What follows belongs to an exercise in optimizing a design on an open flow for small area, a short achievable clock period and few clock cycles per item; a production flow would make more cautious choices.
Function was checked by simulation only, so behaviour that the tests miss may differ from the original.
Power figures rest on the tool's default switching activity, not on a simulated workload.

==> flow/design.v (outline; a module is shown in full before it is edited, if it fits) <==
// module mat_mul: 2314 lines
module mat_mul #
    (
        parameter integer DIM_LOG = 2,
        parameter integer DIM = 2**DIM_LOG,
        parameter integer SIZE = DIM*DIM,
        parameter integer SIZE_LOG = 2*DIM_LOG,
        parameter integer DATA_WIDTH = 32
    )
    (
        input wire  s00_axi_aclk,
        input wire  s00_axi_aresetn,
        output wire  s00_axis_tready,
        input wire [DATA_WIDTH-1 : 0] s00_axis_tdata,
        input wire  s00_axis_tlast,
        input wire  s00_axis_tvalid,
        output wire  m00_axis_tvalid,
        output wire [DATA_WIDTH-1 : 0] m00_axis_tdata,
        output wire [(DATA_WIDTH/8)-1 : 0] m00_axis_tstrb,
        output wire  m00_axis_tlast,
        input wire  m00_axis_tready,
        input wire sel,
        input wire start
    );
  // ...
==> flow/flow/run.sh <==
#!/bin/bash
# Standard layout (the standard.sh, unchanged synthesis) with timing repair
# aimed below the 10 ns clock: repair_timing works until the setup slack
# reaches SETUP_SLACK_MARGIN, so the layout gets faster than the clock asks.
set -euo pipefail
export SETUP_SLACK_MARGIN=6.3
bash standard.sh > standard_make.log 2>&1
==> flow/standard.sh <==
#!/bin/bash
# synth_recipe.tcl (not shown) runs the flow's synth.tcl, then flattens the netlist and writes it again
# the make line also repeats each setting of config.mk as NAME=value (left out here)
make -C /OpenROAD-flow-scripts/flow DESIGN_CONFIG=/design/flow/config.mk WORK_HOME=/design/flow/orfs CLKGATE_MAP_FILE= SYNTH_SCRIPT=/design/flow/synth_recipe.tcl "${@:-finish}"
==> flow/config.mk <==
export PLATFORM = sky130hd
export DESIGN_NAME = mat_mul
export DESIGN_NICKNAME = mat_mul
export VERILOG_FILES = /design/flow/design.v
export SDC_FILE = /design/flow/constraint.sdc
export NUM_CORES = 4
export LEC_CHECK = 0
export CAP_MARGIN = 20
export CORE_MARGIN = 2
export CORE_UTILIZATION = 40
export CTS_BUF_LIST = sky130_fd_sc_hd__clkbuf_8
export PLACE_DENSITY = 0.6
export SLEW_MARGIN = 20
==> flow/constraint.sdc <==
create_clock -name core_clock -period 10.0 [get_ports {s00_axi_aclk}]
set_input_delay 2.0000 -clock core_clock [delete_from_list [all_inputs] [get_ports {s00_axi_aclk}]]
set_output_delay 2.0000 -clock core_clock [all_outputs]
set_load 0.01 [all_outputs]
==> run_summary.xml, run 1 <==
<?xml version="1.0" encoding="UTF-8"?>
<metrics>
  <group name="worst_setup_path">
    <metric name="slowest_delay" unit="ps">580</metric>
    <metric name="crit-reg2reg-capture" unit="">s2_0_3[28]</metric>
    <metric name="r2r.worst_path.cells" unit="">8</metric>
    <metric name="worst_ep_arrival_time" unit="ps">1810</metric>
    <metric name="cp_capture_point" unit="">m00_axis_tdata[31]</metric>
    <metric name="start_kind" unit="">register</metric>
  </group>
  <group name="finish">
    <metric name="finalCoreUtilization" unit="%">45.0</metric>
    <metric name="fillers" unit="">25000</metric>
    <metric name="n_antenna_cell" unit="">5</metric>
    <metric name="multi_input_area_share" unit="%">34.2</metric>
    <metric name="post-route-cell-area" unit="µm²">129000</metric>
    <metric name="signal_buffer_area_fraction" unit="%">2.75</metric>
    <metric name="finalNetCount" unit="">8760</metric>
    <metric name="final-seq-area" unit="µm²">67900</metric>
  </group>
  <group name="synthesis">
    <metric name="synth_top_cells_by_area" unit="">sky130_fd_sc_hd__edfxtp_1 (58%), sky130_fd_sc_hd__fa_1 (9.0%), sky130_fd_sc_hd__mux2i_1 (7.9%)</metric>
    <metric name="synth-compound-area-share" unit="%">5.10</metric>
    <metric name="synth-edff-count" unit="">2221</metric>
    <metric name="synthCells" unit="">7702</metric>
    <metric name="yosys_warnings" unit="">1</metric>
    <metric name="netlist.top_cell.by_area" unit="">sky130_fd_sc_hd__edfxtp_1</metric>
  </group>
  <group name="global_route">
    <metric name="grt_antenna_before_repair" unit="">5</metric>
    <metric name="gr-usage-met2" unit="%">33.9</metric>
    <metric name="grt-ovfl-total" unit="">0</metric>
  </group>
  <group name="clock_tree">
    <metric name="cts.repair.resized" unit="">185</metric>
    <metric name="cts_tree" unit="">done</metric>
    <metric name="worstSkewPairLatency" unit="ps">1090</metric>
    <metric name="clock_sinks" unit="">2280</metric>
    <metric name="quantity_of_hold_fixing_buffers_added_after_cts" unit="">0</metric>
    <metric name="post_cts.repair.setup_buffers" unit="">69</metric>
    <metric name="cts_made_buffers" unit="">384</metric>
  </group>
  <group name="placement">
    <metric name="port-buffer-count" unit="">73</metric>
    <metric name="cell_total_after_placement" unit="">11300</metric>
  </group>
  <group name="status">
    <metric name="outcome" unit="">no timing/DRC/antenna violations</metric>
  </group>
  <group name="worst_hold_path">
    <metric name="min_delay_path_depth" unit="">0</metric>
    <metric name="hold_class" unit="">reg -&gt; reg</metric>
  </group>
  <group name="timing">
    <metric name="finClkSkew" unit="ps">125</metric>
    <metric name="hold_ws" unit="ps">385</metric>
  </group>
  <group name="floorplan">
    <metric name="initial_core_util" unit="%">40.1</metric>
    <metric name="n_tap_cell" unit="">3781</metric>
  </group>
  <group name="drt">
    <metric name="routed-wl-met2" unit="mm">148</metric>
    <metric name="drc_errors" unit="">0</metric>
  </group>
  <group name="power">
    <metric name="static-leakage-power" unit="nW">52.1</metric>
    <metric name="power_leader" unit="">combinational cells</metric>
    <metric name="power_per_unit_of_standard_cell_area" unit="nW/µm²">346</metric>
  </group>
</metrics>
Testbench counts, summed over its fixed seeds: cycles 6,512, jobs 192.
==> run 2, diff against run 1 <==
--- a/flow/flow/run.sh
+++ b/flow/flow/run.sh
@@ -4,4 +4,4 @@
 # reaches SETUP_SLACK_MARGIN, so the layout gets faster than the clock asks.
 set -euo pipefail
-export SETUP_SLACK_MARGIN=6.3
+export SETUP_SLACK_MARGIN=6.6
 bash standard.sh > standard_make.log 2>&1
==> run 2 against run 1 <==
Still clean on timing, DRC and antenna. Cell area rose by 2.4%. Clock power hardly changed. Total power rose by 2.4%. Global-route usage up 0.79 points. Critical path depth stayed put. Largest cell class unchanged.
==> run_summary.xml, run 2 <==
<?xml version="1.0" encoding="UTF-8"?>
<metrics>
  <group name="status">
    <metric name="outcome" unit="">no timing/DRC/antenna violations</metric>
  </group>
  <group name="worst_setup_path">
    <metric name="cp_capture_point" unit="">m00_axis_tdata[31]</metric>
    <metric name="crit-reg2reg-capture" unit="">s2_0_3[29]</metric>
    <metric name="r2r.worst_path.cells" unit="">8</metric>
    <metric name="slowest_stage" unit="">sky130_fd_sc_hd__edfxtp_1</metric>
    <metric name="timing.critical_path.buf_inv" unit="">1</metric>
    <metric name="cp-end-kind" unit="">output port</metric>
    <metric name="cp.depth" unit="">1</metric>
    <metric name="crit_path_start" unit="">r_out[31]</metric>
    <metric name="path_cells" unit="">buf_2</metric>
    <metric name="timing.setup.critical_path_class" unit="">reg -&gt; out</metric>
    <metric name="path_delay_family" unit="">flip-flops</metric>
    <metric name="slowest_delay" unit="ps">660</metric>
    <metric name="timing.reg2reg.setup_slack" unit="ps">6490</metric>
    <metric name="critical_path_required" unit="ps">8000</metric>
    <metric name="critical_path.max_fanout" unit="">3</metric>
    <metric name="start_kind" unit="">register</metric>
    <metric name="worst_r2r_startpoint" unit="">xs0[22]</metric>
    <metric name="worst_ep_arrival_time" unit="ps">1900</metric>
  </group>
  <group name="timing">
    <metric name="max_freq" unit="MHz">256</metric>
    <metric name="final_period_minus_worst_setup_slack" unit="ps">3900</metric>
    <metric name="finalMaxSlewViolations" unit="">0</metric>
    <metric name="tns" unit="ps">0</metric>
    <metric name="timing.slew.headroom" unit="%">25.6</metric>
    <metric name="timing.final.crit_share" unit="%">39.0</metric>
    <metric name="rsz_0062_raised_after_global_routing" unit="">yes</metric>
    <metric name="hold_violation_count_in_the_final_report" unit="">0</metric>
    <metric name="finClkSkew" unit="ps">122</metric>
    <metric name="tightest_slew" unit="ps">1120</metric>
    <metric name="setup-violations-final" unit="">0</metric>
  </group>
  <group name="synthesis">
    <metric name="share_of_async_settable_or_async_resettable_flops_after_synthesis" unit="%">0</metric>
    <metric name="post_synth_num_cell_types" unit="">106</metric>
    <metric name="synth_top_cells_by_area" unit="">sky130_fd_sc_hd__edfxtp_1 (58%), sky130_fd_sc_hd__fa_1 (9.0%), sky130_fd_sc_hd__mux2i_1 (7.9%)</metric>
    <metric name="netlist_area" unit="µm²">115000</metric>
    <metric name="yosysTopAreaCellShare" unit="%">57.9</metric>
    <metric name="synth-seq-area-share" unit="%">58.9</metric>
    <metric name="synthCells" unit="">7702</metric>
    <metric name="avgSynthCellArea" unit="µm²">15.0</metric>
    <metric name="most_common_cell_in_the_netlist" unit="">sky130_fd_sc_hd__edfxtp_1</metric>
    <metric name="yosys_warnings" unit="">1</metric>
    <metric name="commonest_cells_in_the_netlist" unit="">sky130_fd_sc_hd__edfxtp_1 (2221), sky130_fd_sc_hd__mux2i_1 (908), sky130_fd_sc_hd__fa_1 (516)</metric>
    <metric name="synth_seq_cells" unit="">2280</metric>
    <metric name="most_used_flip_flop_cell_after_synthesis" unit="">sky130_fd_sc_hd__edfxtp_1</metric>
    <metric name="synth-edff-count" unit="">2221</metric>
    <metric name="netlist.top_cell.by_area" unit="">sky130_fd_sc_hd__edfxtp_1</metric>
  </group>
  <group name="power">
    <metric name="internal-power" unit="mW">27.7</metric>
    <metric name="switchingPower" unit="mW">18.1</metric>
    <metric name="power_per_unit_of_standard_cell_area" unit="nW/µm²">346</metric>
    <metric name="power.clock.fraction" unit="%">17.1</metric>
    <metric name="static-leakage-power" unit="nW">53.3</metric>
    <metric name="power.share.switching" unit="%">39.5</metric>
    <metric name="worst_ir_drop_vdd" unit="mV">0.288</metric>
    <metric name="power.combinational.fraction" unit="%">48.7</metric>
    <metric name="power.sequential.fraction" unit="%">34.2</metric>
    <metric name="p_total" unit="mW">45.8</metric>
  </group>
  <group name="floorplan">
    <metric name="die_w" unit="µm">541</metric>
    <metric name="initial_core_util" unit="%">40.1</metric>
    <metric name="design.die.area" unit="µm²">292000</metric>
    <metric name="die_h" unit="µm">541</metric>
    <metric name="ioPinCount" unit="">78</metric>
    <metric name="core_outline_area" unit="µm²">287000</metric>
    <metric name="placementRows" unit="">197</metric>
  </group>
  <group name="global_route">
    <metric name="first_global_vias" unit="">68300</metric>
    <metric name="grt_antenna_before_repair" unit="">8</metric>
    <metric name="grt_max_degree" unit="">127</metric>
    <metric name="global_route.usage.total" unit="%">21.9</metric>
    <metric name="grt-ovfl-total" unit="">0</metric>
    <metric name="wire_length_of_the_first_global_routing_pass" unit="mm">470</metric>
  </group>
  <group name="drt">
    <metric name="wl_per_cell" unit="µm">26.9</metric>
    <metric name="postRouteAntennaNets" unit="">0</metric>
    <metric name="detail_route.iter0.violations" unit="">6675</metric>
    <metric name="drc_errors" unit="">0</metric>
    <metric name="vias_per_cell" unit="">5.51</metric>
    <metric name="postRouteWirelength" unit="mm">329</metric>
    <metric name="routed-via-count" unit="">67300</metric>
    <metric name="dr.pass1.iters" unit="">8</metric>
  </group>
  <group name="finish">
    <metric name="syn_to_final_growth" unit="%">15.0</metric>
    <metric name="finalNetCount" unit="">8896</metric>
    <metric name="finalCoreUtilization" unit="%">46.1</metric>
    <metric name="post-route-cell-area" unit="µm²">133000</metric>
    <metric name="final-instance-count-excl-fill" unit="">12200</metric>
    <metric name="drive_above_1_share" unit="%">20.0</metric>
    <metric name="final_common_cell" unit="">sky130_fd_sc_hd__edfxtp_1</metric>
    <metric name="reg_top3" unit="">mem_A: 512 flops, mem_B: 512 flops</metric>
    <metric name="most-common-layout-cells" unit="">sky130_fd_sc_hd__edfxtp_1 (2221), sky130_fd_sc_hd__mux2i_1 (908), sky130_fd_sc_hd__inv_1 (570)</metric>
  </group>
  <group name="placement">
    <metric name="port-buffer-count" unit="">73</metric>
    <metric name="dpl.hpwl" unit="mm">195</metric>
    <metric name="globalplace.congestion" unit="">0.881</metric>
    <metric name="placement.cell_area" unit="µm²">121000</metric>
    <metric name="cell_total_after_placement" unit="">11300</metric>
  </group>
  <group name="clock_tree">
    <metric name="cts_tree" unit="">done</metric>
    <metric name="clkSlewWorstSetupHoldPaths" unit="ps">60</metric>
    <metric name="cts_made_buffers" unit="">377</metric>
    <metric name="worstSkewPairLatency" unit="ps">1090</metric>
    <metric name="number_of_h_tree_branching_levels" unit="">5</metric>
    <metric name="quantity_of_hold_fixing_buffers_added_after_cts" unit="">0</metric>
    <metric name="clock_tree.root_cell" unit="">sky130_fd_sc_hd__clkbuf_8</metric>
    <metric name="clockBufferDepth" unit="">4</metric>
    <metric name="clock_sinks" unit="">2280</metric>
  </group>
  <group name="worst_hold_path">
    <metric name="hold_class" unit="">reg -&gt; reg</metric>
  </group>
  <group name="run">
    <metric name="timing.max_cap.violations" unit="">0</metric>
  </group>
</metrics>
[run 2: changes by cell type in the layout (fill, tap and decap cells not counted), sizes merged, moves of 2 or more]
cell / delta
clkbuf: -5
diode: +2
clkinv: +17
buf: +133
clkinvlp: +4
bufbuf: +21
inv: -21
bufinv: +6
clkdlybuf4s15: -23
[run 2: cell families after synthesis]
kind of cell | synth area share (%)
other cells | 0.00325
simple gates | 5.81
mux | 13.6
fa+ha+maj | 11.4
xor+xnor | 1.95
buf+inv | 3.25
flops | 58.9
compound gates | 5.10
[run 2: power groups by stage]
stage	clock, mW	combinational [mW]	sequential (mW)
floorplan	0	12.6	15.6
global placement	0	20.0	16.0
detailed placement	0	20.5	16.0
CTS	8.02	21.7	15.7
global route	8.41	24.4	15.8
finish	7.84	22.3	15.7
[run 2: metrics by stage]
stage | hold WS, ps | worst slack, ps
2_1_floorplan | 400 | 6430
3_3_place_gp | 401 | 5240
3_5_place_dp | 406 | 5250
4_1_cts | 419 | 5990
5_1_grt | 429 | 6050
6_report | 421 | 6100
[run 2: cell type report]
| type | instances | area (µm²) |
|---|---|---|
| Inverter | 468 | 1780 |
| Clock inverter | 297 | 1790 |
| Multi-Input combinational cell | 4488 | 45200 |
| Fill cell | 24800 | 155000 |
| Antenna cell | 7 | 17.5 |
| Clock buffer | 386 | 5310 |
| Timing Repair Buffer | 503 | 5820 |
| Tap cell | 3781 | 4730 |
| Timing Repair inverter | 1 | 5.00 |
| Sequential cell | 2280 | 67900 |
[run 2: per-layer routing]
layer  vias up  wire length, µm  global-route usage, %
met1     34700           138000                   29.7
li1      29300                -                      -
met2      2673           152000                   34.6
met5         -               13                      0
met4         2            16400                   10.4
met3       671            22000                   3.35
[run 2: how the worst min path moves through the flow]
stage,slack (ps),startpoint,cells after the start,to
2_1_floorplan,400,l0,0,l1
3_3_place_gp,400,t2_j[1],0,t3_j[1]
3_5_place_dp,410,t2_j[0],0,t3_j[0]
4_1_cts,420,t2_j[0],0,t3_j[0]
5_1_grt,430,t2_j[0],0,t3_j[0]
6_report,420,t2_j[0],0,t3_j[0]
[run 2: what timing repair did]
action / CTS / global route
gates cloned: 34 / 9
endpoints found under the setup margin: 1497 / 973
pin swaps: 101 / 79
resized for setup: 476 / 197
buffers inserted: 150 / 47
==> run 3, diff against run 2 <==
--- a/flow/flow/run.sh
+++ b/flow/flow/run.sh
@@ -4,4 +4,4 @@
 # reaches SETUP_SLACK_MARGIN, so the layout gets faster than the clock asks.
 set -euo pipefail
-export SETUP_SLACK_MARGIN=6.6
+export SETUP_SLACK_MARGIN=6.3
 bash standard.sh > standard_make.log 2>&1
--- a/flow/config.mk
+++ b/flow/config.mk
@@ -9,5 +9,7 @@
 export CORE_MARGIN = 2
 export CORE_UTILIZATION = 40
-export CTS_BUF_LIST = sky130_fd_sc_hd__clkbuf_8
+export CTS_BUF_LIST = sky130_fd_sc_hd__clkbuf_16
+export CTS_CLUSTER_DIAMETER = 60
+export CTS_CLUSTER_SIZE = 16
 export PLACE_DENSITY = 0.6
 export SLEW_MARGIN = 20
==> run 3 against run 2 <==
Worst hold slack better by 2.3 ps. Combinational power is 5% lower. Sequential share of layout area is 1.6 points higher. Final cell count is 4.0% lower. Clock power is 2% lower. Via count is 3.8% lower. Fmax is 7.1% higher. Synthesized area stayed put. Clock-buffer cell count is 184 lower. Register-to-register slack worse by 130 ps. Wire length is 5.4% lower. Global-route usage is 0.96 points lower.
==> run_summary.xml, run 3 <==
<?xml version="1.0" encoding="UTF-8"?>
<metrics>
  <group name="timing">
    <metric name="finClkSkew" unit="ps">113</metric>
    <metric name="tightest_slew" unit="ps">1150</metric>
    <metric name="tns" unit="ps">0</metric>
    <metric name="rsz_0062_raised_after_global_routing" unit="">yes</metric>
    <metric name="timing.final.crit_share" unit="%">36.5</metric>
    <metric name="max_freq" unit="MHz">274</metric>
    <metric name="finalMaxSlewViolations" unit="">0</metric>
    <metric name="hold_violation_count_in_the_final_report" unit="">0</metric>
    <metric name="setup-violations-final" unit="">0</metric>
    <metric name="timing.slew.headroom" unit="%">23.5</metric>
    <metric name="final_period_minus_worst_setup_slack" unit="ps">3650</metric>
  </group>
  <group name="clock_tree">
    <metric name="cts_tree" unit="">done</metric>
    <metric name="clock_tree.root_cell" unit="">sky130_fd_sc_hd__clkbuf_16</metric>
    <metric name="number_of_h_tree_branching_levels" unit="">4</metric>
    <metric name="worstSkewPairLatency" unit="ps">920</metric>
    <metric name="clockBufferDepth" unit="">4</metric>
    <metric name="clock_sinks" unit="">2280</metric>
    <metric name="cts_made_buffers" unit="">199</metric>
    <metric name="clkSlewWorstSetupHoldPaths" unit="ps">70</metric>
  </group>
  <group name="floorplan">
    <metric name="core_outline_area" unit="µm²">287000</metric>
    <metric name="die_w" unit="µm">541</metric>
    <metric name="placementRows" unit="">197</metric>
    <metric name="die_h" unit="µm">541</metric>
    <metric name="ioPinCount" unit="">78</metric>
    <metric name="initial_core_util" unit="%">40.1</metric>
    <metric name="design.die.area" unit="µm²">292000</metric>
  </group>
  <group name="global_route">
    <metric name="wire_length_of_the_first_global_routing_pass" unit="mm">451</metric>
    <metric name="first_global_vias" unit="">65600</metric>
    <metric name="grt_max_degree" unit="">156</metric>
    <metric name="grt-ovfl-total" unit="">0</metric>
    <metric name="grt_antenna_before_repair" unit="">6</metric>
    <metric name="global_route.usage.total" unit="%">20.9</metric>
  </group>
  <group name="worst_setup_path">
    <metric name="cp_capture_point" unit="">m00_axis_tdata[31]</metric>
    <metric name="timing.critical_path.buf_inv" unit="">1</metric>
    <metric name="path_cells" unit="">buf_2</metric>
    <metric name="timing.setup.critical_path_class" unit="">reg -&gt; out</metric>
    <metric name="r2r.worst_path.cells" unit="">10</metric>
    <metric name="slowest_stage" unit="">sky130_fd_sc_hd__edfxtp_1</metric>
    <metric name="crit-reg2reg-capture" unit="">r_out[25]</metric>
    <metric name="critical_path_required" unit="ps">8000</metric>
    <metric name="crit_path_start" unit="">r_out[31]</metric>
    <metric name="timing.reg2reg.setup_slack" unit="ps">6360</metric>
    <metric name="cp-end-kind" unit="">output port</metric>
    <metric name="slowest_delay" unit="ps">590</metric>
    <metric name="path_delay_family" unit="">flip-flops</metric>
    <metric name="start_kind" unit="">register</metric>
    <metric name="cp.depth" unit="">1</metric>
    <metric name="worst_r2r_startpoint" unit="">s3_a[1]</metric>
    <metric name="worst_ep_arrival_time" unit="ps">1650</metric>
    <metric name="critical_path.max_fanout" unit="">1</metric>
  </group>
  <group name="power">
    <metric name="power.sequential.fraction" unit="%">35.1</metric>
    <metric name="worst_ir_drop_vdd" unit="mV">0.409</metric>
    <metric name="power_per_unit_of_standard_cell_area" unit="nW/µm²">346</metric>
    <metric name="power.share.switching" unit="%">39.5</metric>
    <metric name="static-leakage-power" unit="nW">51.2</metric>
    <metric name="power.clock.fraction" unit="%">17.3</metric>
    <metric name="power.combinational.fraction" unit="%">47.6</metric>
    <metric name="switchingPower" unit="mW">17.6</metric>
    <metric name="internal-power" unit="mW">26.9</metric>
  </group>
  <group name="placement">
    <metric name="placement.cell_area" unit="µm²">121000</metric>
    <metric name="port-buffer-count" unit="">73</metric>
    <metric name="globalplace.congestion" unit="">0.866</metric>
    <metric name="dpl.hpwl" unit="mm">194</metric>
  </group>
  <group name="synthesis">
    <metric name="synth-edff-count" unit="">2221</metric>
    <metric name="synth_seq_cells" unit="">2280</metric>
    <metric name="most_common_cell_in_the_netlist" unit="">sky130_fd_sc_hd__edfxtp_1</metric>
    <metric name="synth_top_cells_by_area" unit="">sky130_fd_sc_hd__edfxtp_1 (58%), sky130_fd_sc_hd__fa_1 (9.0%), sky130_fd_sc_hd__mux2i_1 (7.9%)</metric>
    <metric name="share_of_async_settable_or_async_resettable_flops_after_synthesis" unit="%">0</metric>
    <metric name="commonest_cells_in_the_netlist" unit="">sky130_fd_sc_hd__edfxtp_1 (2221), sky130_fd_sc_hd__mux2i_1 (908), sky130_fd_sc_hd__fa_1 (516)</metric>
    <metric name="synthCells" unit="">7702</metric>
    <metric name="netlist.top_cell.by_area" unit="">sky130_fd_sc_hd__edfxtp_1</metric>
    <metric name="yosysTopAreaCellShare" unit="%">57.9</metric>
    <metric name="avgSynthCellArea" unit="µm²">15.0</metric>
    <metric name="yosys_warnings" unit="">1</metric>
    <metric name="post_synth_num_cell_types" unit="">106</metric>
    <metric name="synth-seq-area-share" unit="%">58.9</metric>
    <metric name="netlist_area" unit="µm²">115000</metric>
    <metric name="most_used_flip_flop_cell_after_synthesis" unit="">sky130_fd_sc_hd__edfxtp_1</metric>
  </group>
  <group name="finish">
    <metric name="final_common_cell" unit="">sky130_fd_sc_hd__edfxtp_1</metric>
    <metric name="syn_to_final_growth" unit="%">11.5</metric>
    <metric name="finalCoreUtilization" unit="%">44.7</metric>
    <metric name="drive_above_1_share" unit="%">14.4</metric>
    <metric name="reg_top3" unit="">mem_A: 512 flops, mem_B: 512 flops</metric>
    <metric name="finalNetCount" unit="">8577</metric>
    <metric name="most-common-layout-cells" unit="">sky130_fd_sc_hd__edfxtp_1 (2221), sky130_fd_sc_hd__mux2i_1 (908), sky130_fd_sc_hd__inv_1 (515)</metric>
    <metric name="post-route-cell-area" unit="µm²">129000</metric>
  </group>
  <group name="worst_hold_path">
    <metric name="hold_class" unit="">reg -&gt; reg</metric>
    <metric name="holdCritStartpoint" unit="">t2_j[1]</metric>
    <metric name="min_delay_path_depth" unit="">0</metric>
  </group>
  <group name="drt">
    <metric name="wl_per_cell" unit="µm">26.5</metric>
    <metric name="routed-via-count" unit="">64700</metric>
    <metric name="drc_errors" unit="">0</metric>
    <metric name="detail_route.iter0.violations" unit="">6185</metric>
    <metric name="dr.pass1.iters" unit="">6</metric>
    <metric name="postRouteAntennaNets" unit="">0</metric>
    <metric name="vias_per_cell" unit="">5.52</metric>
    <metric name="postRouteWirelength" unit="mm">311</metric>
  </group>
  <group name="run">
    <metric name="timing.max_cap.violations" unit="">0</metric>
  </group>
  <group name="status">
    <metric name="outcome" unit="">no timing/DRC/antenna violations</metric>
  </group>
</metrics>
## run 3: stage by stage
stage	cells	setup slack [ps]	total power, mW	hold slack (ps)
after floorplan	7705	6290	28.2	400
after global placement	11300	5060	36.3	401
after detailed placement	11300	5090	36.8	405
after CTS	11700	6270	44.8	422
after global routing	11700	6220	47.3	429
final	11700	6350	44.5	423
## run 3: worst min path at each step
stage	endpoint	slack, ps
final	t3_j[1]	420
after global routing	t3_j[0]	430
after CTS	l1	420
after detailed placement	l1	410
after global placement	l1	400
after floorplan	l1	400
## run 3: logic make-up after synthesis
family          count (synthesis)  share of synthesized area [%]
fa+ha+maj                     738                           11.4
buf+inv                       942                           3.25
simple gates                 1339                           5.81
compound gates                850                           5.10
other cells                     1                        0.00325
mux                          1303                           13.6
xor+xnor                      249                           1.95
flops                        2280                           58.9
## run 3: cell type report
cell class / instances / area [µm²]
Sequential cell: 2280 / 67900
Fill cell: 25000 / 159000
Multi-Input combinational cell: 4485 / 44300
Inverter: 468 / 1760
Clock buffer: 202 / 5050
Timing Repair Buffer: 366 / 3520
Clock inverter: 134 / 1310
Tap cell: 3781 / 4730
Antenna cell: 6 / 15.0
## run 3: repair_timing
| item | in CTS | in global routing |
|---|---|---|
| buffers inserted | 73 | 13 |
| gates cloned | 5 | 4 |
| pin swaps | 9 | 19 |
| endpoints found under the setup margin | 1043 | 759 |
| gates resized for setup | 131 | 95 |
| hold buffers | 0 | 0 |
## run 3: power by group through the flow
| stage | Clock (mW) | Combinational (mW) | Sequential (mW) |
|---|---|---|---|
| after floorplan | 0 | 12.6 | 15.6 |
| after global placement | 0 | 20.3 | 15.9 |
| after detailed placement | 0 | 20.8 | 16.0 |
| after CTS | 7.85 | 21.3 | 15.6 |
| after global routing | 8.18 | 23.4 | 15.7 |
| final | 7.68 | 21.2 | 15.6 |
## run 3: layer usage
layer	wire length [µm]	global-route usage, %
met3	18600	2.56
met4	13700	8.62
met2	147000	33.9
met5	0	0
met1	131000	28.6
==> run 4, diff against run 3 <==
--- a/flow/config.mk
+++ b/flow/config.mk
@@ -10,6 +10,6 @@
 export CORE_UTILIZATION = 40
 export CTS_BUF_LIST = sky130_fd_sc_hd__clkbuf_16
-export CTS_CLUSTER_DIAMETER = 60
-export CTS_CLUSTER_SIZE = 16
+export CTS_CLUSTER_DIAMETER = 70
+export CTS_CLUSTER_SIZE = 22
 export PLACE_DENSITY = 0.6
 export SLEW_MARGIN = 20
==> run 4 against run 3 <==
First-iteration DRC count grew 2.3%. Global-route usage is essentially flat. Synthesized cell count unchanged. Still clean on timing, DRC and antenna. Total power fell by 1.9%. Critical endpoint unchanged. Flip-flop and latch count did not move. Critical path type unchanged. Cell area down 0.92%. Highest routed layer unchanged.
==> run_summary.xml, run 4 <==
<?xml version="1.0" encoding="UTF-8"?>
<metrics>
  <group name="worst_setup_path">
    <metric name="worst_ep_arrival_time" unit="ps">1710</metric>
    <metric name="start_kind" unit="">register</metric>
    <metric name="crit-reg2reg-capture" unit="">s2_1_3[27]</metric>
    <metric name="timing.critical_path.buf_inv" unit="">1</metric>
    <metric name="r2r.worst_path.cells" unit="">8</metric>
    <metric name="timing.reg2reg.setup_slack" unit="ps">6320</metric>
    <metric name="worst_r2r_startpoint" unit="">es1[33]</metric>
    <metric name="slowest_stage" unit="">sky130_fd_sc_hd__edfxtp_1</metric>
    <metric name="critical_path_required" unit="ps">8000</metric>
    <metric name="path_cells" unit="">buf_2</metric>
    <metric name="timing.setup.critical_path_class" unit="">reg -&gt; out</metric>
    <metric name="slowest_delay" unit="ps">620</metric>
    <metric name="cp-end-kind" unit="">output port</metric>
    <metric name="path_delay_family" unit="">flip-flops</metric>
    <metric name="critical_path.max_fanout" unit="">1</metric>
  </group>
  <group name="floorplan">
    <metric name="ioPinCount" unit="">78</metric>
    <metric name="placementRows" unit="">197</metric>
    <metric name="design.die.area" unit="µm²">292000</metric>
    <metric name="die_h" unit="µm">541</metric>
    <metric name="initial_core_util" unit="%">40.1</metric>
    <metric name="core_outline_area" unit="µm²">287000</metric>
    <metric name="die_w" unit="µm">541</metric>
  </group>
  <group name="global_route">
    <metric name="global_route.usage.total" unit="%">20.9</metric>
    <metric name="grt_max_degree" unit="">156</metric>
    <metric name="grt_antenna_before_repair" unit="">7</metric>
    <metric name="first_global_vias" unit="">65100</metric>
    <metric name="wire_length_of_the_first_global_routing_pass" unit="mm">449</metric>
    <metric name="grt-ovfl-total" unit="">0</metric>
  </group>
  <group name="drt">
    <metric name="dr.pass1.iters" unit="">6</metric>
    <metric name="detail_route.iter0.violations" unit="">6328</metric>
    <metric name="routed-via-count" unit="">64700</metric>
    <metric name="postRouteAntennaNets" unit="">0</metric>
    <metric name="drc_errors" unit="">0</metric>
    <metric name="wl_per_cell" unit="µm">26.7</metric>
    <metric name="postRouteWirelength" unit="mm">311</metric>
    <metric name="vias_per_cell" unit="">5.56</metric>
  </group>
  <group name="synthesis">
    <metric name="synth_seq_cells" unit="">2280</metric>
    <metric name="commonest_cells_in_the_netlist" unit="">sky130_fd_sc_hd__edfxtp_1 (2221), sky130_fd_sc_hd__mux2i_1 (908), sky130_fd_sc_hd__fa_1 (516)</metric>
    <metric name="netlist.top_cell.by_area" unit="">sky130_fd_sc_hd__edfxtp_1</metric>
    <metric name="post_synth_mux_area_share" unit="%">13.6</metric>
    <metric name="post_synth_xor_area_fraction" unit="%">1.95</metric>
    <metric name="most_common_cell_in_the_netlist" unit="">sky130_fd_sc_hd__edfxtp_1</metric>
    <metric name="synth_top_family_by_area" unit="">multiplexers</metric>
    <metric name="share_of_async_settable_or_async_resettable_flops_after_synthesis" unit="%">0</metric>
    <metric name="synth-edff-count" unit="">2221</metric>
    <metric name="post_synth_and_or_nand_nor_area_fraction" unit="%">5.81</metric>
    <metric name="yosys_warnings" unit="">1</metric>
    <metric name="yosys.area_share.adder" unit="%">11.4</metric>
    <metric name="synth-compound-area-share" unit="%">5.10</metric>
    <metric name="post_synth_num_cell_types" unit="">106</metric>
    <metric name="avgSynthCellArea" unit="µm²">15.0</metric>
    <metric name="synth-seq-area-share" unit="%">58.9</metric>
    <metric name="synthCells" unit="">7702</metric>
    <metric name="synth_top_cells_by_area" unit="">sky130_fd_sc_hd__edfxtp_1 (58%), sky130_fd_sc_hd__fa_1 (9.0%), sky130_fd_sc_hd__mux2i_1 (7.9%)</metric>
    <metric name="most_used_flip_flop_cell_after_synthesis" unit="">sky130_fd_sc_hd__edfxtp_1</metric>
    <metric name="netlist_area" unit="µm²">115000</metric>
    <metric name="yosysTopAreaCellShare" unit="%">57.9</metric>
  </group>
  <group name="timing">
    <metric name="timing.slew.headroom" unit="%">21.3</metric>
    <metric name="setup-violations-final" unit="">0</metric>
    <metric name="final_period_minus_worst_setup_slack" unit="ps">3710</metric>
    <metric name="hold_violation_count_in_the_final_report" unit="">0</metric>
    <metric name="tns" unit="ps">0</metric>
    <metric name="rsz_0062_raised_after_global_routing" unit="">yes</metric>
    <metric name="timing.final.crit_share" unit="%">37.1</metric>
    <metric name="max_freq" unit="MHz">270</metric>
    <metric name="finClkSkew" unit="ps">94.3</metric>
    <metric name="finalMaxSlewViolations" unit="">0</metric>
    <metric name="tightest_slew" unit="ps">1170</metric>
  </group>
  <group name="placement">
    <metric name="dpl.hpwl" unit="mm">194</metric>
    <metric name="globalplace.congestion" unit="">0.866</metric>
    <metric name="port-buffer-count" unit="">73</metric>
  </group>
  <group name="power">
    <metric name="worst_ir_drop_vdd" unit="mV">0.420</metric>
    <metric name="p_total" unit="mW">43.6</metric>
    <metric name="power_per_unit_of_standard_cell_area" unit="nW/µm²">343</metric>
    <metric name="static-leakage-power" unit="nW">50.5</metric>
  </group>
  <group name="status">
    <metric name="outcome" unit="">no timing/DRC/antenna violations</metric>
  </group>
  <group name="worst_hold_path">
    <metric name="min_delay_path_depth" unit="">0</metric>
    <metric name="holdCritStartpoint" unit="">l0</metric>
    <metric name="hold_class" unit="">reg -&gt; reg</metric>
    <metric name="worst_hold_path.endpoint" unit="">l1</metric>
  </group>
  <group name="clock_tree">
    <metric name="clock_sinks" unit="">2280</metric>
    <metric name="quantity_of_hold_fixing_buffers_added_after_cts" unit="">0</metric>
    <metric name="worstSkewPairLatency" unit="ps">890</metric>
    <metric name="cts_made_buffers" unit="">158</metric>
    <metric name="cts_tree" unit="">done</metric>
    <metric name="clkSlewWorstSetupHoldPaths" unit="ps">80</metric>
    <metric name="number_of_h_tree_branching_levels" unit="">4</metric>
    <metric name="clockBufferDepth" unit="">4</metric>
    <metric name="clock_tree.root_cell" unit="">sky130_fd_sc_hd__clkbuf_16</metric>
  </group>
  <group name="run">
    <metric name="timing.max_cap.violations" unit="">0</metric>
  </group>
  <group name="finish">
    <metric name="final_common_cell" unit="">sky130_fd_sc_hd__edfxtp_1</metric>
    <metric name="drive_above_1_share" unit="%">13.9</metric>
    <metric name="most-common-layout-cells" unit="">sky130_fd_sc_hd__edfxtp_1 (2221), sky130_fd_sc_hd__mux2i_1 (908), sky130_fd_sc_hd__fa_1 (512)</metric>
    <metric name="syn_to_final_growth" unit="%">10.5</metric>
    <metric name="reg_top3" unit="">mem_A: 512 flops, mem_B: 512 flops</metric>
    <metric name="finalNetCount" unit="">8535</metric>
  </group>
</metrics>
## run 4: cell counts after synthesis
Identical to the previous run, type by type.
## run 4: worst max path at each step
stage	startpoint	end	slack (ps)	cells after the start
detailed placement	t1_i[0]	a0[7]	5090	10
global placement	t1_i[0]	a0[5]	5060	9
floorplan	s00_axis_tvalid	f_data0[0]	6290	5
finish	r_out[31]	m00_axis_tdata[31]	6290	1
CTS	r_out[31]	m00_axis_tdata[31]	6240	1
global route	es1[4]	s2_1_3[29]	6250	8
## run 4: logic make-up after synthesis
logic type      count (synthesis)
flops                        2280
simple gates                 1339
mux                          1303
buf+inv                       942
compound gates                850
fa+ha+maj                     738
xor+xnor                      249
other cells                     1
## run 4: final cells by class
class | count | area, µm²
Inverter | 468 | 1760
Tap cell | 3781 | 4730
Multi-Input combinational cell | 4485 | 44300
Timing Repair Buffer | 365 | 3530
Fill cell | 25100 | 160000
Clock buffer | 158 | 3950
Clock inverter | 100 | 1230
Antenna cell | 6 | 15.0
Sequential cell | 2280 | 67900
## run 4: through the flow
| step | utilization, % | setup slack [ps] | area (µm²) | instances | hold slack [ps] |
|---|---|---|---|---|---|
| after floorplan | - | 6290 | 115000 | 7705 | 400 |
| after global placement | 41.9 | 5060 | 121000 | 11300 | 401 |
| after detailed placement | 42.0 | 5090 | 121000 | 11300 | 405 |
| after CTS | 44.1 | 6240 | 127000 | 11600 | 425 |
| after global routing | 44.3 | 6250 | 127000 | 11600 | 435 |
| final | 44.3 | 6290 | 127000 | 11600 | 423 |
## run 4: what timing repair did
item	in CTS	in global routing
pin swaps	8	19
gates resized for setup	138	73
endpoints found under the setup margin	1107	784
gates cloned	6	5
setup buffers	71	12
## run 4: where the power goes
| group | switching, mW | internal, mW | leakage [nW] |
|---|---|---|---|
| registers | 0.937 | 14.7 | 22.5 |
| clock network | 3.47 | 3.30 | 2.57 |
| logic | 13.0 | 8.23 | 25.4 |
## run 4: layer usage
layer	vias to the layer above	wire (µm)	share of wire [%]	global-route usage (%)
li1	28400	-	-	-
met1	33600	133000	43	28.8
met2	2201	148000	48	33.9
met3	481	17100	5.5	2.49
met4	0	13000	4.2	8.00
met5	-	0	0	0
==> run 5, diff against run 4 <==
--- a/flow/flow/run.sh
+++ b/flow/flow/run.sh
@@ -4,4 +4,4 @@
 # reaches SETUP_SLACK_MARGIN, so the layout gets faster than the clock asks.
 set -euo pipefail
-export SETUP_SLACK_MARGIN=6.3
+export SETUP_SLACK_MARGIN=6.4
 bash standard.sh > standard_make.log 2>&1
==> run 5 against run 4 <==
Synthesized cell count unchanged. Die area unchanged. Fmax grew 2.6%. Register-to-register slack gained 140 ps. Largest power group unchanged. Combinational power hardly changed. Setup slack gained 94 ps. Critical endpoint is now m00_axis_tlast.
==> run_summary.xml, run 5 <==
<?xml version="1.0" encoding="UTF-8"?>
<metrics>
  <group name="worst_setup_path">
    <metric name="timing.reg2reg.setup_slack" unit="ps">6460</metric>
    <metric name="path_cells" unit="">buf_2</metric>
    <metric name="critical_path_required" unit="ps">8000</metric>
    <metric name="worst_ep_arrival_time" unit="ps">1610</metric>
    <metric name="timing.setup.critical_path_class" unit="">reg -&gt; out</metric>
    <metric name="slowest_stage" unit="">sky130_fd_sc_hd__edfxtp_1</metric>
    <metric name="timing.critical_path.buf_inv" unit="">1</metric>
    <metric name="path_delay_family" unit="">flip-flops</metric>
    <metric name="start_kind" unit="">register</metric>
    <metric name="slowest_delay" unit="ps">590</metric>
    <metric name="critical_path.max_fanout" unit="">1</metric>
    <metric name="cp-end-kind" unit="">output port</metric>
  </group>
  <group name="clock_tree">
    <metric name="worstSkewPairLatency" unit="ps">860</metric>
    <metric name="clock_sinks" unit="">2280</metric>
    <metric name="number_of_h_tree_branching_levels" unit="">4</metric>
    <metric name="quantity_of_hold_fixing_buffers_added_after_cts" unit="">0</metric>
    <metric name="cts_made_buffers" unit="">154</metric>
    <metric name="clkSlewWorstSetupHoldPaths" unit="ps">80</metric>
    <metric name="cts_tree" unit="">done</metric>
    <metric name="clockBufferDepth" unit="">4</metric>
    <metric name="clock_tree.root_cell" unit="">sky130_fd_sc_hd__clkbuf_16</metric>
  </group>
  <group name="synthesis">
    <metric name="netlist.top_cell.by_area" unit="">sky130_fd_sc_hd__edfxtp_1</metric>
    <metric name="most_common_cell_in_the_netlist" unit="">sky130_fd_sc_hd__edfxtp_1</metric>
    <metric name="most_used_flip_flop_cell_after_synthesis" unit="">sky130_fd_sc_hd__edfxtp_1</metric>
    <metric name="yosys_warnings" unit="">1</metric>
    <metric name="synth_seq_cells" unit="">2280</metric>
    <metric name="yosysTopAreaCellShare" unit="%">57.9</metric>
    <metric name="synth_top_cells_by_area" unit="">sky130_fd_sc_hd__edfxtp_1 (58%), sky130_fd_sc_hd__fa_1 (9.0%), sky130_fd_sc_hd__mux2i_1 (7.9%)</metric>
    <metric name="commonest_cells_in_the_netlist" unit="">sky130_fd_sc_hd__edfxtp_1 (2221), sky130_fd_sc_hd__mux2i_1 (908), sky130_fd_sc_hd__fa_1 (516)</metric>
    <metric name="synth-edff-count" unit="">2221</metric>
    <metric name="synthCells" unit="">7702</metric>
    <metric name="share_of_async_settable_or_async_resettable_flops_after_synthesis" unit="%">0</metric>
    <metric name="post_synth_num_cell_types" unit="">106</metric>
    <metric name="avgSynthCellArea" unit="µm²">15.0</metric>
    <metric name="synth-seq-area-share" unit="%">58.9</metric>
    <metric name="netlist_area" unit="µm²">115000</metric>
  </group>
  <group name="placement">
    <metric name="port-buffer-count" unit="">73</metric>
    <metric name="place_ws" unit="ps">5170</metric>
    <metric name="globalplace.congestion" unit="">0.875</metric>
    <metric name="placement.cell_area" unit="µm²">120000</metric>
    <metric name="dpl.hpwl" unit="mm">195</metric>
    <metric name="cell_total_after_placement" unit="">11300</metric>
  </group>
  <group name="floorplan">
    <metric name="placementRows" unit="">197</metric>
    <metric name="core_outline_area" unit="µm²">287000</metric>
    <metric name="initial_core_util" unit="%">40.1</metric>
    <metric name="design.die.area" unit="µm²">292000</metric>
    <metric name="die_h" unit="µm">541</metric>
    <metric name="die_w" unit="µm">541</metric>
    <metric name="ioPinCount" unit="">78</metric>
  </group>
  <group name="drt">
    <metric name="routed-wl-met2" unit="mm">150</metric>
    <metric name="routed-via-count" unit="">65100</metric>
    <metric name="highest-signal-layer" unit="">met4</metric>
    <metric name="met3_length" unit="mm">17.9</metric>
    <metric name="postRouteAntennaNets" unit="">0</metric>
    <metric name="wl_per_cell" unit="µm">27.0</metric>
    <metric name="wl_met1" unit="mm">136</metric>
    <metric name="vias_per_cell" unit="">5.55</metric>
    <metric name="dr.pass1.iters" unit="">6</metric>
    <metric name="detail_route.iter0.violations" unit="">6831</metric>
    <metric name="postRouteWirelength" unit="mm">317</metric>
    <metric name="drc_errors" unit="">0</metric>
  </group>
  <group name="timing">
    <metric name="timing.final.crit_share" unit="%">36.1</metric>
    <metric name="hold_ws" unit="ps">426</metric>
    <metric name="finClkSkew" unit="ps">73.8</metric>
    <metric name="finalMaxSlewViolations" unit="">0</metric>
    <metric name="rsz_0062_raised_after_global_routing" unit="">yes</metric>
    <metric name="final_period_minus_worst_setup_slack" unit="ps">3610</metric>
    <metric name="final.setup.worst_slack" unit="ps">6390</metric>
    <metric name="hold_violation_count_in_the_final_report" unit="">0</metric>
    <metric name="max_freq" unit="MHz">277</metric>
    <metric name="tns" unit="ps">0</metric>
    <metric name="timing.slew.headroom" unit="%">15.6</metric>
    <metric name="tightest_slew" unit="ps">1260</metric>
    <metric name="setup-violations-final" unit="">0</metric>
  </group>
  <group name="power">
    <metric name="power_per_unit_of_standard_cell_area" unit="nW/µm²">341</metric>
    <metric name="p_total" unit="mW">43.7</metric>
    <metric name="static-leakage-power" unit="nW">50.9</metric>
    <metric name="worst_ir_drop_vdd" unit="mV">0.322</metric>
  </group>
  <group name="status">
    <metric name="outcome" unit="">no timing/DRC/antenna violations</metric>
  </group>
  <group name="finish">
    <metric name="finalNetCount" unit="">8610</metric>
    <metric name="final-instance-count-excl-fill" unit="">11700</metric>
    <metric name="finalCoreUtilization" unit="%">44.7</metric>
    <metric name="post-route-cell-area" unit="µm²">128000</metric>
    <metric name="fillers" unit="">25100</metric>
    <metric name="final_common_cell" unit="">sky130_fd_sc_hd__edfxtp_1</metric>
    <metric name="reg_top3" unit="">mem_A: 512 flops, mem_B: 512 flops</metric>
    <metric name="most-common-layout-cells" unit="">sky130_fd_sc_hd__edfxtp_1 (2221), sky130_fd_sc_hd__mux2i_1 (908), sky130_fd_sc_hd__fa_1 (510)</metric>
    <metric name="drive_above_1_share" unit="%">15.2</metric>
    <metric name="syn_to_final_growth" unit="%">11.4</metric>
  </group>
  <group name="global_route">
    <metric name="global_route.usage.total" unit="%">20.9</metric>
    <metric name="grt_max_degree" unit="">166</metric>
    <metric name="grt_antenna_before_repair" unit="">9</metric>
    <metric name="first_global_vias" unit="">65600</metric>
    <metric name="wire_length_of_the_first_global_routing_pass" unit="mm">451</metric>
    <metric name="grt-ovfl-total" unit="">0</metric>
  </group>
  <group name="worst_hold_path">
    <metric name="hold_class" unit="">reg -&gt; reg</metric>
  </group>
  <group name="run">
    <metric name="timing.max_cap.violations" unit="">0</metric>
  </group>
</metrics>
run 5: cell types whose count changed in the layout (fill, tap and decap cells not counted), moves of 7 or more:
cell,delta
sky130_fd_sc_hd__inv_1,-7
sky130_fd_sc_hd__clkbuf_16,+10
sky130_fd_sc_hd__ha_1,-7
sky130_fd_sc_hd__buf_12,+22
sky130_fd_sc_hd__and2_4,+13
sky130_fd_sc_hd__and2_1,-8
sky130_fd_sc_hd__buf_4,+37
sky130_fd_sc_hd__buf_6,+14
run 5: logic make-up after synthesis:
kind of cell | after synthesis | synth area share, %
buffers and inverters | 942 | 3.25
XOR/XNOR | 249 | 1.95
other | 1 | 0.00325
AO/OA/AOI/OAI | 850 | 5.10
multiplexers | 1303 | 13.6
flip-flops | 2280 | 58.9
adder cells (fa/ha/maj) | 738 | 11.4
AND/OR/NAND/NOR | 1339 | 5.81
run 5: path summary, 6_finish.rpt:
path                 from        endpoint  depth (start not counted)
hold reg to reg   t2_i[0]         t3_i[0]                          0
setup reg to reg  t1_i[0]          b1[11]                         12
hold / removal    t2_i[0]         t3_i[0]                          0
setup / recovery      o_l  m00_axis_tlast                          1
run 5: per-layer routing:
layer | up-vias | track usage (%)
li1 | 28500 | -
met1 | 33700 | 29.1
met2 | 2281 | 34.0
met3 | 513 | 2.03
met4 | 0 | 7.87
met5 | - | 0
run 5: area by class of cell:
type                       count  area [µm²]  area share [%]
clock inverter                97        1050           0.819
timing repair inverter         1        5.00         0.00390
timing repair buffer         437        4420            3.44
inverter                     468        1770            1.38
antenna                        7        17.5          0.0136
clock buffer                 159        3980            3.10
tap                         3781        4730            3.68
multi-input combinational   4491       44500            34.7
sequential                  2280       67900            52.9
run 5: repair_timing:
action	in CTS	in global routing
endpoints found under the setup margin	1070	1030
buffers inserted	89	74
pin swaps	20	47
resized for setup	180	148
cloned	11	16
run 5: power breakdown:
group	switching [mW]	leakage, nW	total (mW)	internal [mW]
registers	0.965	22.5	15.6	14.7
clock network	3.43	2.49	6.65	3.22
logic	13.1	25.9	21.4	8.29
==> run 6, diff against run 5 <==
--- a/flow/config.mk
+++ b/flow/config.mk
@@ -8,8 +8,8 @@
 export CAP_MARGIN = 20
 export CORE_MARGIN = 2
-export CORE_UTILIZATION = 40
+export CORE_UTILIZATION = 50
 export CTS_BUF_LIST = sky130_fd_sc_hd__clkbuf_16
 export CTS_CLUSTER_DIAMETER = 70
 export CTS_CLUSTER_SIZE = 22
-export PLACE_DENSITY = 0.6
+export PLACE_DENSITY = 0.65
 export SLEW_MARGIN = 20
==> run 6 against run 5 <==
Cell area decreased by 0.83%. Clock-buffer cell count down 6. Non-clock buffer count down 20. Clock power is 0.6% higher. Sequential share of layout area grew 0.44 points. Worst hold slack hardly changed. Highest routed layer unchanged.
==> run_summary.xml, run 6 <==
<?xml version="1.0" encoding="UTF-8"?>
<metrics>
  <group name="floorplan">
    <metric name="initial_core_util" unit="%">50.2</metric>
    <metric name="core_outline_area" unit="µm²">230000</metric>
    <metric name="die_h" unit="µm">484</metric>
    <metric name="placementRows" unit="">176</metric>
    <metric name="ioPinCount" unit="">78</metric>
    <metric name="design.die.area" unit="µm²">234000</metric>
    <metric name="die_w" unit="µm">484</metric>
  </group>
  <group name="finish">
    <metric name="post-route-cell-area" unit="µm²">127000</metric>
    <metric name="multi_input_area" unit="µm²">44600</metric>
    <metric name="finalCoreUtilization" unit="%">55.4</metric>
    <metric name="drive_above_1_share" unit="%">15.0</metric>
    <metric name="final_common_cell" unit="">sky130_fd_sc_hd__edfxtp_1</metric>
    <metric name="reg_top3" unit="">mem_A: 512 flops, mem_B: 512 flops</metric>
    <metric name="syn_to_final_growth" unit="%">10.5</metric>
    <metric name="fillers" unit="">17900</metric>
    <metric name="final-seq-area" unit="µm²">67900</metric>
    <metric name="finalNetCount" unit="">8582</metric>
    <metric name="most-common-layout-cells" unit="">sky130_fd_sc_hd__edfxtp_1 (2221), sky130_fd_sc_hd__mux2i_1 (908), sky130_fd_sc_hd__fa_1 (511)</metric>
  </group>
  <group name="synthesis">
    <metric name="synthCells" unit="">7702</metric>
    <metric name="netlist_area" unit="µm²">115000</metric>
    <metric name="synth_top_family_by_area" unit="">multiplexers</metric>
    <metric name="avgSynthCellArea" unit="µm²">15.0</metric>
    <metric name="synth_top_cells_by_area" unit="">sky130_fd_sc_hd__edfxtp_1 (58%), sky130_fd_sc_hd__fa_1 (9.0%), sky130_fd_sc_hd__mux2i_1 (7.9%)</metric>
    <metric name="synth-compound-area-share" unit="%">5.10</metric>
    <metric name="yosys.area_share.adder" unit="%">11.4</metric>
    <metric name="share_of_async_settable_or_async_resettable_flops_after_synthesis" unit="%">0</metric>
    <metric name="post_synth_num_cell_types" unit="">106</metric>
    <metric name="most_common_cell_in_the_netlist" unit="">sky130_fd_sc_hd__edfxtp_1</metric>
    <metric name="netlist.top_cell.by_area" unit="">sky130_fd_sc_hd__edfxtp_1</metric>
    <metric name="post_synth_and_or_nand_nor_area_fraction" unit="%">5.81</metric>
    <metric name="synth-edff-count" unit="">2221</metric>
    <metric name="post_synth_xor_area_fraction" unit="%">1.95</metric>
    <metric name="most_used_flip_flop_cell_after_synthesis" unit="">sky130_fd_sc_hd__edfxtp_1</metric>
    <metric name="commonest_cells_in_the_netlist" unit="">sky130_fd_sc_hd__edfxtp_1 (2221), sky130_fd_sc_hd__mux2i_1 (908), sky130_fd_sc_hd__fa_1 (516)</metric>
    <metric name="synth-seq-area-share" unit="%">58.9</metric>
    <metric name="yosysTopAreaCellShare" unit="%">57.9</metric>
    <metric name="yosys_warnings" unit="">1</metric>
    <metric name="synth_seq_cells" unit="">2280</metric>
    <metric name="post_synth_mux_area_share" unit="%">13.6</metric>
  </group>
  <group name="placement">
    <metric name="placement.cell_area" unit="µm²">119000</metric>
    <metric name="port-buffer-count" unit="">73</metric>
    <metric name="globalplace.congestion" unit="">0.882</metric>
    <metric name="dpl.hpwl" unit="mm">193</metric>
  </group>
  <group name="drt">
    <metric name="postRouteAntennaNets" unit="">0</metric>
    <metric name="detail_route.iter0.violations" unit="">7136</metric>
    <metric name="vias_per_cell" unit="">5.95</metric>
    <metric name="drc_errors" unit="">0</metric>
    <metric name="wl_per_cell" unit="µm">28.1</metric>
    <metric name="dr.pass1.iters" unit="">6</metric>
    <metric name="routed-via-count" unit="">65100</metric>
    <metric name="postRouteWirelength" unit="mm">307</metric>
  </group>
  <group name="worst_hold_path">
    <metric name="hold_class" unit="">reg -&gt; reg</metric>
  </group>
  <group name="global_route">
    <metric name="grt_antenna_before_repair" unit="">9</metric>
    <metric name="grt-ovfl-total" unit="">0</metric>
    <metric name="global_route.usage.total" unit="%">25.7</metric>
    <metric name="grt_max_degree" unit="">142</metric>
    <metric name="first_global_vias" unit="">65200</metric>
    <metric name="wire_length_of_the_first_global_routing_pass" unit="mm">443</metric>
  </group>
  <group name="timing">
    <metric name="setup-violations-final" unit="">0</metric>
    <metric name="finalMaxSlewViolations" unit="">0</metric>
    <metric name="hold_violation_count_in_the_final_report" unit="">0</metric>
    <metric name="final_period_minus_worst_setup_slack" unit="ps">3590</metric>
    <metric name="finClkSkew" unit="ps">64.3</metric>
    <metric name="timing.slew.headroom" unit="%">24.4</metric>
    <metric name="rsz_0062_raised_after_global_routing" unit="">yes</metric>
    <metric name="timing.final.crit_share" unit="%">35.9</metric>
    <metric name="tightest_slew" unit="ps">1130</metric>
    <metric name="max_freq" unit="MHz">279</metric>
    <metric name="tns" unit="ps">0</metric>
  </group>
  <group name="worst_setup_path">
    <metric name="critical_path.max_fanout" unit="">22</metric>
    <metric name="timing.setup.critical_path_class" unit="">reg -&gt; reg</metric>
    <metric name="start_kind" unit="">register</metric>
    <metric name="critical_path_required" unit="ps">10560</metric>
    <metric name="worst_ep_arrival_time" unit="ps">4150</metric>
    <metric name="cp-end-kind" unit="">register</metric>
  </group>
  <group name="run">
    <metric name="timing.max_cap.violations" unit="">0</metric>
  </group>
  <group name="clock_tree">
    <metric name="worstSkewPairLatency" unit="ps">860</metric>
    <metric name="number_of_h_tree_branching_levels" unit="">4</metric>
    <metric name="cts_made_buffers" unit="">150</metric>
    <metric name="cts_tree" unit="">done</metric>
    <metric name="clkSlewWorstSetupHoldPaths" unit="ps">80</metric>
    <metric name="clockBufferDepth" unit="">3</metric>
    <metric name="clock_tree.root_cell" unit="">sky130_fd_sc_hd__clkbuf_16</metric>
    <metric name="quantity_of_hold_fixing_buffers_added_after_cts" unit="">0</metric>
    <metric name="clock_sinks" unit="">2280</metric>
  </group>
  <group name="status">
    <metric name="outcome" unit="">no timing/DRC/antenna violations</metric>
  </group>
  <group name="power">
    <metric name="static-leakage-power" unit="nW">50.8</metric>
    <metric name="power_per_unit_of_standard_cell_area" unit="nW/µm²">344</metric>
    <metric name="worst_ir_drop_vdd" unit="mV">0.339</metric>
  </group>
</metrics>
## run 6: cell count changes in the layout (fill, tap and decap cells not counted), sizes merged
cell,previous run,this run
buf,348,330
inv,516,523
clkbuf,175,168
clkdlybuf4s15,1,0
clkinvlp,14,7
diode,7,3
bufinv,8,9
and2,52,48
bufbuf,2,3
dlygate4sd2,32,31
clkinv,28,37
## run 6: worst max-delay path, cell delays in order (launching register included)
cell and delay [ps]:
sky130_fd_sc_hd__edfxtp_1 350, sky130_fd_sc_hd__buf_4 410, sky130_fd_sc_hd__mux2_2 390, sky130_fd_sc_hd__a211oi_1 490, sky130_fd_sc_hd__fa_1 540, sky130_fd_sc_hd__fa_1 530, sky130_fd_sc_hd__inv_1 60, sky130_fd_sc_hd__fa_1 520
## run 6: final cells by class
type / count / area share, %
antenna: 3 / 0.00590
clock buffer: 153 / 3.01
clock inverter: 107 / 1.06
inverter: 468 / 1.39
multi-input combinational: 4487 / 35.0
sequential: 2280 / 53.3
tap: 3026 / 2.97
timing repair buffer: 417 / 3.24
timing repair inverter: 1 / 0.00393
## run 6: path summary, 6_finish.rpt
kind | from | end | slack (ps) | depth (start not counted)
max | xs1[11] | s2_1_3[23] | 6410 | 7
min | t2_i[1] | t3_i[1] | 430 | 0
max reg2reg | xs1[11] | s2_1_3[23] | 6410 | 7
min reg2reg | t2_i[1] | t3_i[1] | 430 | 0
## run 6: timing repair
action                                  4_1_cts  5_1_grt
buffers inserted                             99       52
resized for setup                           186      124
pin swaps                                     9       35
cloned                                        7       11
endpoints found under the setup margin     1201      932
## run 6: power by group
part | internal [mW] | switching (mW)
combinational | 8.33 | 13.1
sequential | 14.7 | 1.00
clock | 3.19 | 3.50
total | 26.2 | 17.6
## run 6: through the flow
stage | power (mW) | std cells | setup WS [ps] | hold WS [ps]
after CTS | 43.7 | 10900 | 6200 | 426
after global routing | 46.5 | 10900 | 6330 | 432
after detailed placement | 36.7 | 10500 | 5060 | 405
after floorplan | 28.2 | 7705 | 6400 | 400
after global placement | 36.0 | 10500 | 5080 | 403
final | 43.8 | 10900 | 6410 | 426
## run 6: layer usage
metal  track usage (%)  wire length [µm]
met5                 0                 0
met4              11.4             15300
met3              3.14             19700
met2              41.1            145000
met1              35.6            127000
## run 6: kinds of logic (layout without fill, tap and decap cells)
kind of cell	count (synthesis)	in the layout
XOR/XNOR	249	249
other	1	7
multiplexers	1303	1303
AO/OA/AOI/OAI	850	851
AND/OR/NAND/NOR	1339	1342
adder cells (fa/ha/maj)	738	738
flip-flops	2280	2280
buffers and inverters	942	1146
==> run 7, diff against run 6 <==
--- a/flow/flow/run.sh
+++ b/flow/flow/run.sh
@@ -4,4 +4,4 @@
 # reaches SETUP_SLACK_MARGIN, so the layout gets faster than the clock asks.
 set -euo pipefail
-export SETUP_SLACK_MARGIN=6.4
+export SETUP_SLACK_MARGIN=6.3
 bash standard.sh > standard_make.log 2>&1
==> run 7 against run 6 <==
Register-to-register slack got worse by 90 ps. Total power fell by 2.8%. Clock power is 5.2% lower. Core utilization is 0.67 points lower. Via count decreased by 0.95%. Still clean. Sequential share of layout area up 0.65 points.
==> run_summary.xml, run 7 <==
<?xml version="1.0" encoding="UTF-8"?>
<metrics>
  <group name="drt">
    <metric name="routed-via-count" unit="">64500</metric>
    <metric name="wl_per_cell" unit="µm">27.7</metric>
    <metric name="dr.pass1.iters" unit="">6</metric>
    <metric name="postRouteWirelength" unit="mm">302</metric>
    <metric name="postRouteAntennaNets" unit="">0</metric>
    <metric name="vias_per_cell" unit="">5.93</metric>
    <metric name="drc_errors" unit="">0</metric>
    <metric name="detail_route.iter0.violations" unit="">7195</metric>
  </group>
  <group name="finish">
    <metric name="syn_to_final_growth" unit="%">9.14</metric>
    <metric name="final_common_cell" unit="">sky130_fd_sc_hd__edfxtp_1</metric>
    <metric name="multi_input_area" unit="µm²">44200</metric>
    <metric name="drive_above_1_share" unit="%">13.6</metric>
    <metric name="final-seq-area" unit="µm²">67900</metric>
    <metric name="post-route-cell-area" unit="µm²">126000</metric>
    <metric name="reg_top3" unit="">mem_A: 512 flops, mem_B: 512 flops</metric>
    <metric name="finalNetCount" unit="">8527</metric>
    <metric name="fillers" unit="">18100</metric>
    <metric name="most-common-layout-cells" unit="">sky130_fd_sc_hd__edfxtp_1 (2221), sky130_fd_sc_hd__mux2i_1 (908), sky130_fd_sc_hd__fa_1 (514)</metric>
  </group>
  <group name="synthesis">
    <metric name="synth-edff-count" unit="">2221</metric>
    <metric name="synthCells" unit="">7702</metric>
    <metric name="yosys_warnings" unit="">1</metric>
    <metric name="share_of_async_settable_or_async_resettable_flops_after_synthesis" unit="%">0</metric>
    <metric name="synth-seq-area-share" unit="%">58.9</metric>
    <metric name="netlist_area" unit="µm²">115000</metric>
    <metric name="most_common_cell_in_the_netlist" unit="">sky130_fd_sc_hd__edfxtp_1</metric>
    <metric name="avgSynthCellArea" unit="µm²">15.0</metric>
    <metric name="synth_seq_cells" unit="">2280</metric>
    <metric name="post_synth_num_cell_types" unit="">106</metric>
    <metric name="netlist.top_cell.by_area" unit="">sky130_fd_sc_hd__edfxtp_1</metric>
    <metric name="most_used_flip_flop_cell_after_synthesis" unit="">sky130_fd_sc_hd__edfxtp_1</metric>
    <metric name="yosysTopAreaCellShare" unit="%">57.9</metric>
    <metric name="commonest_cells_in_the_netlist" unit="">sky130_fd_sc_hd__edfxtp_1 (2221), sky130_fd_sc_hd__mux2i_1 (908), sky130_fd_sc_hd__fa_1 (516)</metric>
    <metric name="synth_top_cells_by_area" unit="">sky130_fd_sc_hd__edfxtp_1 (58%), sky130_fd_sc_hd__fa_1 (9.0%), sky130_fd_sc_hd__mux2i_1 (7.9%)</metric>
  </group>
  <group name="timing">
    <metric name="timing.slew.headroom" unit="%">32.5</metric>
    <metric name="max_freq" unit="MHz">272</metric>
    <metric name="final.setup.worst_slack" unit="ps">6320</metric>
    <metric name="rsz_0062_raised_after_global_routing" unit="">yes</metric>
    <metric name="setup-violations-final" unit="">0</metric>
    <metric name="final_period_minus_worst_setup_slack" unit="ps">3680</metric>
    <metric name="hold_violation_count_in_the_final_report" unit="">0</metric>
    <metric name="finalMaxSlewViolations" unit="">0</metric>
    <metric name="tns" unit="ps">0</metric>
    <metric name="finClkSkew" unit="ps">43.9</metric>
    <metric name="timing.final.crit_share" unit="%">36.8</metric>
    <metric name="hold_ws" unit="ps">426</metric>
    <metric name="tightest_slew" unit="ps">1010</metric>
  </group>
  <group name="power">
    <metric name="power.combinational.fraction" unit="%">48.1</metric>
    <metric name="power.clock.fraction" unit="%">14.9</metric>
    <metric name="power_per_unit_of_standard_cell_area" unit="nW/µm²">339</metric>
    <metric name="static-leakage-power" unit="nW">50.2</metric>
    <metric name="switchingPower" unit="mW">16.9</metric>
    <metric name="power.sequential.fraction" unit="%">37.0</metric>
    <metric name="internal-power" unit="mW">25.7</metric>
    <metric name="worst_ir_drop_vdd" unit="mV">0.257</metric>
    <metric name="power.share.switching" unit="%">39.8</metric>
    <metric name="p_total" unit="mW">42.6</metric>
  </group>
  <group name="placement">
    <metric name="placement.cell_area" unit="µm²">120000</metric>
    <metric name="dpl.hpwl" unit="mm">194</metric>
    <metric name="port-buffer-count" unit="">73</metric>
    <metric name="place_ws" unit="ps">5060</metric>
    <metric name="globalplace.congestion" unit="">0.910</metric>
  </group>
  <group name="worst_setup_path">
    <metric name="path_cells" unit="">buf_4 &gt; mux2_2 &gt; a211oi_2 &gt; fa_1 &gt; fa_1 &gt; fa_1 &gt; inv_1 &gt; fa_1</metric>
    <metric name="critical_path.max_fanout" unit="">4</metric>
    <metric name="cp_capture_point" unit="">s2_1_3[30]</metric>
    <metric name="crit-reg2reg-capture" unit="">s2_1_3[30]</metric>
    <metric name="worst_ep_arrival_time" unit="ps">4250</metric>
    <metric name="start_kind" unit="">register</metric>
    <metric name="timing.reg2reg.setup_slack" unit="ps">6320</metric>
    <metric name="slowest_stage" unit="">sky130_fd_sc_hd__fa_1</metric>
    <metric name="r2r.worst_path.cells" unit="">8</metric>
    <metric name="crit_path_start" unit="">xs1[22]</metric>
    <metric name="slowest_delay" unit="ps">550</metric>
    <metric name="timing.setup.critical_path_class" unit="">reg -&gt; reg</metric>
    <metric name="cp-end-kind" unit="">register</metric>
    <metric name="worst_r2r_startpoint" unit="">xs1[22]</metric>
    <metric name="cp_dominant_cell_by_count" unit="">sky130_fd_sc_hd__fa_1</metric>
    <metric name="critical_path_required" unit="ps">10570</metric>
  </group>
  <group name="clock_tree">
    <metric name="clockBufferDepth" unit="">3</metric>
    <metric name="cts_tree" unit="">done</metric>
    <metric name="quantity_of_hold_fixing_buffers_added_after_cts" unit="">0</metric>
    <metric name="clock_sinks" unit="">2280</metric>
    <metric name="number_of_h_tree_branching_levels" unit="">4</metric>
    <metric name="worstSkewPairLatency" unit="ps">860</metric>
    <metric name="clkSlewWorstSetupHoldPaths" unit="ps">90</metric>
    <metric name="clock_tree.root_cell" unit="">sky130_fd_sc_hd__clkbuf_16</metric>
    <metric name="cts_made_buffers" unit="">144</metric>
  </group>
  <group name="global_route">
    <metric name="grt_max_degree" unit="">175</metric>
    <metric name="grt-ovfl-total" unit="">0</metric>
    <metric name="first_global_vias" unit="">64100</metric>
    <metric name="grt_antenna_before_repair" unit="">8</metric>
    <metric name="wire_length_of_the_first_global_routing_pass" unit="mm">436</metric>
    <metric name="global_route.usage.total" unit="%">25.3</metric>
  </group>
  <group name="floorplan">
    <metric name="initial_core_util" unit="%">50.2</metric>
    <metric name="design.die.area" unit="µm²">234000</metric>
    <metric name="core_outline_area" unit="µm²">230000</metric>
    <metric name="die_h" unit="µm">484</metric>
    <metric name="ioPinCount" unit="">78</metric>
    <metric name="placementRows" unit="">176</metric>
    <metric name="die_w" unit="µm">484</metric>
  </group>
  <group name="worst_hold_path">
    <metric name="hold_class" unit="">reg -&gt; reg</metric>
  </group>
  <group name="status">
    <metric name="outcome" unit="">no timing/DRC/antenna violations</metric>
  </group>
  <group name="run">
    <metric name="timing.max_cap.violations" unit="">0</metric>
  </group>
</metrics>
## run 7: cell counts after synthesis
No cell type changed its count.
## run 7: worst max-delay path, delay by kind of cell (launching register included)
family	cells	cell delay [ps]
compound gates	1	270
fa+ha+maj	4	2060
buf+inv	2	230
flops	1	500
mux	1	330
## run 7: cell families after synthesis
family / after synthesis / synth area share, %
flip-flops: 2280 / 58.9
AND/OR/NAND/NOR: 1339 / 5.81
multiplexers: 1303 / 13.6
buffers and inverters: 942 / 3.25
AO/OA/AOI/OAI: 850 / 5.10
adder cells (fa/ha/maj): 738 / 11.4
XOR/XNOR: 249 / 1.95
other: 1 / 0.00325
## run 7: repair_timing
action	CTS	global route
endpoints found under the setup margin	931	848
gates resized for setup	86	83
gates cloned	2	5
pin swaps	1	9
buffers inserted	73	31
## run 7: worst min-delay path by stage
stage	from	end	slack, ps	cells past startpoint
final	l1	l2	430	0
after global placement	t2_i[0]	t3_i[0]	400	0
after floorplan	l0	l1	400	0
after detailed placement	l1	l2	410	0
after global routing	l1	l2	430	0
after CTS	l1	l2	430	0
## run 7: layer usage
metal	GRT usage [%]	vias to the layer above	part of all wire (%)
li1	-	28400	-
met1	35.7	33100	42
met2	40.1	2543	47
met3	2.97	484	6.6
met4	10.7	0	4.5
met5	0	-	0
## run 7: area by class of cell
type / instances / share of cell area, %
sequential: 2280 / 54.0
multi-input combinational: 4485 / 35.1
tap: 3026 / 3.01
clock buffer: 145 / 2.88
timing repair buffer: 370 / 2.69
inverter: 468 / 1.41
clock inverter: 96 / 0.904
timing repair inverter: 1 / 0.00398
antenna: 1 / 0.00199
## run 7: power groups by stage
stage                     Sequential [mW]  Clock [mW]  Combinational [mW]
after floorplan                      15.6           0                12.6
after global placement               16.1           0                19.2
after detailed placement             16.2           0                20.0
after CTS                            15.8        6.47                20.3
after global routing                 15.9        6.79                22.6
final                                15.8        6.34                20.5
## run 7: metrics by stage
step                util (%)  instances
detailed placement      52.0      10500
floorplan                  -       7705
finish                  54.8      10900
global route            54.8      10900
global placement        52.0      10500
CTS                     54.5      10800

-- port drivers added, routing unchanged --
How much do the figures lean on ideal ports? The routed layouts below were timed once more, with nothing changed but the port constraints.
Step 1 sets driving cells, clkbuf_16 on the clock port and buf_2 on the other inputs (assumed; they add their load-dependent delay and slew).
Step 2 adds t to the input delays and takes it off the output delays; t is the mean of the earliest and latest rising clock arrival at the registers after step 1. Input paths then give back, and output paths get back, about the clock's delay inside the block.
Slacks: no drivers / after step 1 / after step 2; pairs: no drivers / after step 1.
run | t, ns | setup WS [ns] | cell pins on the clock port's net
run 1 | 1.114 | 6.186 / 6.101 / 5.937 | 1
run 2 | 1.111 | 6.097 / 6.008 / 6.010 | 1
run 3 | 0.952 | 6.354 / 6.263 / 5.966 | 1
run 4 | 0.930 | 6.291 / 6.202 / 5.947 | 1
run 5 | 0.930 | 6.385 / 6.279 / 5.910 | 1
run 6 | 0.918 | 6.411 / 6.341 / 6.008 | 1
run 7 | 0.938 | 6.324 / 6.282 / 6.001 | 1
After both steps setup and hold are still met in every run listed. The setup slack of run 5, which loses most, moves by -0.106 ns with the drivers and by -0.475 ns with both steps.
